Context: an optimization exercise on an open-source flow, tuned for small area, a short achievable clock period and few clock cycles. The choices shown serve that exercise and are no tape-out recipe.
Power and IR drop assume default switching activity.

==> flow/design.v <==
module FAdd(
    input rst,
    input clk,
    input  [31:0]               a,
    input  [31:0]               b,
    output reg [31:0]           c,
    output reg [2:0]            state
);
    wire a_s = a[31];
    wire b_s = b[31];
    wire [7:0] a_e = a[30:23];
    wire [7:0] b_e = b[30:23];
    wire a_h = |a_e;
    wire b_h = |b_e;
    wire a_max = &a_e;
    wire b_max = &b_e;
    wire a_mz = ~|a[22:0];
    wire b_mz = ~|b[22:0];
    wire a_inf = a_max & a_mz;
    wire b_inf = b_max & b_mz;
    wire any_nan = (a_max & ~a_mz) | (b_max & ~b_mz) | (a_inf & b_inf & (a_s ^ b_s));
    wire any_inf = a_inf | b_inf;
    wire swap, same;
    fa_gt #(31) u_cmp(.a(b[30:0]), .b(a[30:0]), .gt(swap), .eq(same));
    wire [7:0] ea1 = {a_e[7:1], a_e[0] | ~a_h};    
    wire [7:0] eb1 = {b_e[7:1], b_e[0] | ~b_h};
    wire eb_gt;
    fa_gt #(8) u_ecmp(.a(b_e), .b(a_e), .gt(eb_gt), .eq());    
    wire [7:0] d = eb_gt ? eb1 - ea1 : ea1 - eb1;
    wire [7:0] e_big = swap ? eb1 : ea1;
    wire s_big = swap ? b_s : a_s;
    wire [23:0] m_big = swap ? {b_h, b[22:0]} : {a_h, a[22:0]};
    wire [23:0] m_sml = swap ? {a_h, a[22:0]} : {b_h, b[22:0]};
    wire sub = a_s ^ b_s;
    wire big = |d[7:5];
    reg [25:0] t;
    reg        st;
    integer k;
    always @* begin
        t = {m_sml, 2'b00};
        st = 1'b0;
        for (k = 0; k < 5; k = k + 1)
            if (d[k]) begin
                st = st | |(t & ((26'd1 << (1 << k)) - 1));
                t = t >> (1 << k);
            end
    end
    wire [25:0] al = big ? 26'd0 : t;
    wire sticky = big ? |m_sml : st;
    wire [27:0] op_s = {1'b0, al, sticky};
    wire [27:0] sum;
    fa_add #(28) u_add(.x({1'b0, m_big, 3'b000}), .y(op_s ^ {28{sub}}), .ci(sub), .s(sum));
    reg first_n;               
    reg [27:0] r_sum;
    reg [7:0]  r_e;
    reg        r_s;
    reg        r_nan;
    reg        r_inf;
    always @(posedge clk) begin
        first_n <= rst;
        if (!first_n) begin
            r_sum <= sum;
            r_e   <= e_big;
            r_s   <= s_big & ~(sub & same);    
            r_nan <= any_nan;
            r_inf <= any_inf;
        end
    end
    reg [27:0] lim;
    integer i;
    always @* begin
        for (i = 0; i < 28; i = i + 1)
            lim[i] = (r_e == 27 - i);
    end
    wire [27:0] lz_in = r_sum | lim;
    wire [4:0] lz;
    fa_lzc u_lzc(.x({lz_in, 4'b0000}), .n(lz), .zero());
    wire [27:0] n = r_sum << lz;
    wire [7:0] ex = {8{n[27]}} & (r_e + 8'd1 - {3'b0, lz});
    wire rnd = n[3] & (n[2] | n[1] | n[0] | n[4]);
    wire [30:0] pk;
    fa_inc #(31) u_inc(.x({ex, n[26:4]}), .ci(rnd), .s(pk));
    wire ovf = (r_e == 8'd254) & r_sum[27];
    always @* begin
        state = {3{first_n}};
        if (r_nan)
            c = 32'h7f800001;
        else if (r_inf | ovf)
            c = {r_s, 8'hff, 23'd0};
        else
            c = {r_s, pk};
    end
endmodule
module fa_add #(parameter N = 28) (
    input  [N-1:0] x,
    input  [N-1:0] y,
    input          ci,
    output [N-1:0] s
);
    localparam M = N + 1;
    reg [M-1:0] g, p, gn, pn;
    integer l, i;
    always @* begin
        g = {x & y, ci};
        p = {x ^ y, 1'b0};
        for (l = 1; l < M; l = l * 2) begin
            gn = g; pn = p;
            for (i = 0; i < M; i = i + 1)
                if ((i / l) % 2 == 1) begin
                    gn[i] = g[i] | (p[i] & g[(i/l)*l - 1]);
                    pn[i] = p[i] & p[(i/l)*l - 1];
                end
            g = gn; p = pn;
        end
    end
    assign s = x ^ y ^ g[M-2:0];
endmodule
module fa_inc #(parameter N = 31) (
    input  [N-1:0] x,
    input          ci,
    output [N-1:0] s
);
    reg [N-1:0] p, pn;
    integer l, i;
    always @* begin
        p = x;
        for (l = 1; l < N; l = l * 2) begin
            pn = p;
            for (i = 0; i < N; i = i + 1)
                if ((i / l) % 2 == 1) pn[i] = p[i] & p[(i/l)*l - 1];
            p = pn;
        end
    end
    assign s = x ^ ({p[N-2:0], 1'b1} & {N{ci}});
endmodule
module fa_gt #(parameter N = 31) (
    input  [N-1:0] a,
    input  [N-1:0] b,
    output         gt,
    output         eq
);
    reg [N-1:0] g, e, gn, en;
    integer l, i;
    always @* begin
        g = a & ~b;
        e = ~(a ^ b);
        for (l = 1; l < N; l = l * 2) begin
            gn = g; en = e;
            for (i = 0; i < N; i = i + 1)
                if ((i / l) % 2 == 1) begin
                    gn[i] = g[i] | (e[i] & g[(i/l)*l - 1]);
                    en[i] = e[i] & e[(i/l)*l - 1];
                end
            g = gn; e = en;
        end
    end
    assign gt = g[N-1];
    assign eq = e[N-1];
endmodule
module fa_lzc (
    input  [31:0] x,
    output [4:0]  n,
    output        zero
);
    reg [15:0] z0;  reg [15:0] c0;       
    reg [7:0]  z1;  reg [15:0] c1;       
    reg [3:0]  z2;  reg [11:0] c2;       
    reg [1:0]  z3;  reg [7:0]  c3;       
    integer i;
    always @* begin
        for (i = 0; i < 16; i = i + 1) begin
            z0[i] = ~x[2*i+1] & ~x[2*i];
            c0[i] = ~x[2*i+1];
        end
        for (i = 0; i < 8; i = i + 1) begin
            z1[i] = z0[2*i+1] & z0[2*i];
            c1[2*i +: 2] = z0[2*i+1] ? {1'b1, c0[2*i]} : {1'b0, c0[2*i+1]};
        end
        for (i = 0; i < 4; i = i + 1) begin
            z2[i] = z1[2*i+1] & z1[2*i];
            c2[3*i +: 3] = z1[2*i+1] ? {1'b1, c1[2*(2*i) +: 2]} : {1'b0, c1[2*(2*i+1) +: 2]};
        end
        for (i = 0; i < 2; i = i + 1) begin
            z3[i] = z2[2*i+1] & z2[2*i];
            c3[4*i +: 4] = z2[2*i+1] ? {1'b1, c2[3*(2*i) +: 3]} : {1'b0, c2[3*(2*i+1) +: 3]};
        end
    end
    assign n = z3[1] ? {1'b1, c3[3:0]} : {1'b0, c3[7:4]};
    assign zero = z3[1] & z3[0];
endmodule
export LEC_CHECK = 0
export ABC_AREA = 1
export CAP_MARGIN = 20
export CORE_MARGIN = 2
export CORE_UTILIZATION = 40
export CTS_BUF_LIST = sky130_fd_sc_hd__clkbuf_8
export SETUP_SLACK_MARGIN = 1.5
export SLEW_MARGIN = 20
create_clock -name core_clock -period 10.0 [get_ports {clk}]
standard.sh (not shown) runs the stock make flow with config.mk's settings and CLKGATE_MAP_FILE= SYNTH_SCRIPT=/design/flow/synth_recipe.tcl, a recipe that flattens the netlist after the stock synthesis.
==> flow/flow/run.sh <==
#!/bin/bash
# Layout flow: the standard flow (standard.sh) with two changes.
#  1. Synthesis is the standard synthesis script, except that ABC maps
#     the logic with flow/map.abc instead of ORFS's abc_area.script.  All
#     other synthesis steps, and so every register, are unchanged.
#  2. buffer_ports uses sky130_fd_sc_hd__buf_2 for the port buffers (every
#     input and output still gets its own buffer).
set -euo pipefail
W=$(pwd)
cat > "$W/my_synth.tcl" <<EOT
proc abc {args} {
  set i [lsearch -exact \$args -script]
  if {\$i >= 0} { lset args [expr {\$i+1}] $W/flow/map.abc }
  yosys abc {*}\$args
}
source $W/synth_recipe.tcl
EOT
sed "s#SYNTH_SCRIPT=[^ ]*#SYNTH_SCRIPT=$W/my_synth.tcl#" standard.sh > my_standard.sh
grep -q "SYNTH_SCRIPT=$W/my_synth.tcl" my_standard.sh
export BUFFER_PORTS_ARGS="-buffer_cell sky130_fd_sc_hd__buf_2"
bash my_standard.sh > standard.log 2>&1
==> flow/flow/map.abc <==
&get -n
&st
&dch
&nf -R 1000
&put
topo
stime -c
buffer -c
upsize -c
dnsize -c
Edit:
--- a/flow/design.v
+++ b/flow/design.v
@@ -17,18 +17,15 @@
     wire a_mz = ~|a[22:0];
     wire b_mz = ~|b[22:0];
     wire a_inf = a_max & a_mz;
     wire b_inf = b_max & b_mz;
     wire any_nan = (a_max & ~a_mz) | (b_max & ~b_mz) | (a_inf & b_inf & (a_s ^ b_s));
-    wire any_inf = a_inf | b_inf;
     wire swap, same;
     fa_gt #(31) u_cmp(.a(b[30:0]), .b(a[30:0]), .gt(swap), .eq(same));
     wire [7:0] ea1 = {a_e[7:1], a_e[0] | ~a_h};    
     wire [7:0] eb1 = {b_e[7:1], b_e[0] | ~b_h};
-    wire eb_gt;
-    fa_gt #(8) u_ecmp(.a(b_e), .b(a_e), .gt(eb_gt), .eq());    
-    wire [7:0] d = eb_gt ? eb1 - ea1 : ea1 - eb1;
+    wire [7:0] d = swap ? eb1 - ea1 : ea1 - eb1;
     wire [7:0] e_big = swap ? eb1 : ea1;
     wire s_big = swap ? b_s : a_s;
     wire [23:0] m_big = swap ? {b_h, b[22:0]} : {a_h, a[22:0]};
     wire [23:0] m_sml = swap ? {a_h, a[22:0]} : {b_h, b[22:0]};
     wire sub = a_s ^ b_s;
@@ -45,27 +42,26 @@
                 t = t >> (1 << k);
             end
     end
     wire [25:0] al = big ? 26'd0 : t;
     wire sticky = big ? |m_sml : st;
-    wire [27:0] op_s = {1'b0, al, sticky};
+    wire [2:0] lo = {al[1:0], sticky};
     wire [27:0] sum;
-    fa_add #(28) u_add(.x({1'b0, m_big, 3'b000}), .y(op_s ^ {28{sub}}), .ci(sub), .s(sum));
+    assign sum[2:0] = sub ? {lo[2] ^ (lo[1] | lo[0]), lo[1] ^ lo[0], lo[0]} : lo;
+    fa_add_lc #(25) u_add(.x({1'b0, m_big}), .y({1'b0, al[25:2]} ^ {25{sub}}), .ci(sub & ~|lo), .s(sum[27:3]));
     reg first_n;               
     reg [27:0] r_sum;
     reg [7:0]  r_e;
     reg        r_s;
     reg        r_nan;
-    reg        r_inf;
     always @(posedge clk) begin
         first_n <= rst;
         if (!first_n) begin
             r_sum <= sum;
             r_e   <= e_big;
             r_s   <= s_big & ~(sub & same);    
             r_nan <= any_nan;
-            r_inf <= any_inf;
         end
     end
     reg [27:0] lim;
     integer i;
     always @* begin
@@ -73,21 +69,27 @@
             lim[i] = (r_e == 27 - i);
     end
     wire [27:0] lz_in = r_sum | lim;
     wire [4:0] lz;
     fa_lzc u_lzc(.x({lz_in, 4'b0000}), .n(lz), .zero());
-    wire [27:0] n = r_sum << lz;
+    reg [27:0] n;
+    integer j;
+    always @* begin
+        n = r_sum;
+        for (j = 4; j >= 0; j = j - 1)
+            if (lz[j]) n = n << (1 << j);
+    end
     wire [7:0] ex = {8{n[27]}} & (r_e + 8'd1 - {3'b0, lz});
     wire rnd = n[3] & (n[2] | n[1] | n[0] | n[4]);
     wire [30:0] pk;
     fa_inc #(31) u_inc(.x({ex, n[26:4]}), .ci(rnd), .s(pk));
     wire ovf = (r_e == 8'd254) & r_sum[27];
     always @* begin
         state = {3{first_n}};
         if (r_nan)
             c = 32'h7f800001;
-        else if (r_inf | ovf)
+        else if (&r_e | ovf)         
             c = {r_s, 8'hff, 23'd0};
         else
             c = {r_s, pk};
     end
 endmodule
@@ -113,10 +115,34 @@
             g = gn; p = pn;
         end
     end
     assign s = x ^ y ^ g[M-2:0];
 endmodule
+module fa_add_lc #(parameter N = 25) (
+    input  [N-1:0] x,
+    input  [N-1:0] y,
+    input          ci,
+    output [N-1:0] s
+);
+    reg [N-1:0] g, p, gn, pn;
+    integer l, i;
+    always @* begin
+        g = x & y;
+        p = x ^ y;
+        for (l = 1; l < N; l = l * 2) begin
+            gn = g; pn = p;
+            for (i = 0; i < N; i = i + 1)
+                if ((i / l) % 2 == 1) begin
+                    gn[i] = g[i] | (p[i] & g[(i/l)*l - 1]);
+                    pn[i] = p[i] & p[(i/l)*l - 1];
+                end
+            g = gn; p = pn;
+        end
+    end
+    wire [N-1:0] c = {g[N-2:0] | (p[N-2:0] & {(N-1){ci}}), ci};
+    assign s = x ^ y ^ c;
+endmodule
 module fa_inc #(parameter N = 31) (
     input  [N-1:0] x,
     input          ci,
     output [N-1:0] s
 );
Outcome: The changed run finished with timing, DRC and antenna clean. Routed wire length came out higher slightly. Total power came out lower by roughly a tenth. Setup slack is worse by 0.066 ns. Clock skew stays flat. Cell area came out lower slightly. Via count came out higher slightly. Count of clock-buffer cells in the layout stays the same. Critical path depth came out higher by 7.
Function was not checked in any run of this note: the RTL went through the layout flow alone.

static timing again, ports no longer ideal:
The results above use ideal ports. As a check the final layouts listed here were re-extracted and re-timed, cells and wires unchanged. Step 1 sets driving cells, clkbuf_16 on the clock port and buf_2 on the other inputs (assumed; they add their load-dependent delay and slew). Step 2 also shifts input and output timing later by t, the mid clock arrival at the registers, as if the neighbouring blocks saw the same clock. Three values: ideal ports, drivers, drivers and shift; two values: the first two.
run | t, ns | slack for setup (ns) | worst hold slack (ns)
the first run | 0.320 | 1.914 / 1.881 / 1.878 | 0.883 / 0.883 / 0.883
the second run | 0.318 | 1.847 / 1.855 / 1.537 | 0.888 / 0.888 / 0.888
After both steps setup and hold are still met in every run listed. The setup slack of the second run, which loses most, moves by +0.008 ns with the drivers and by -0.310 ns with both steps.
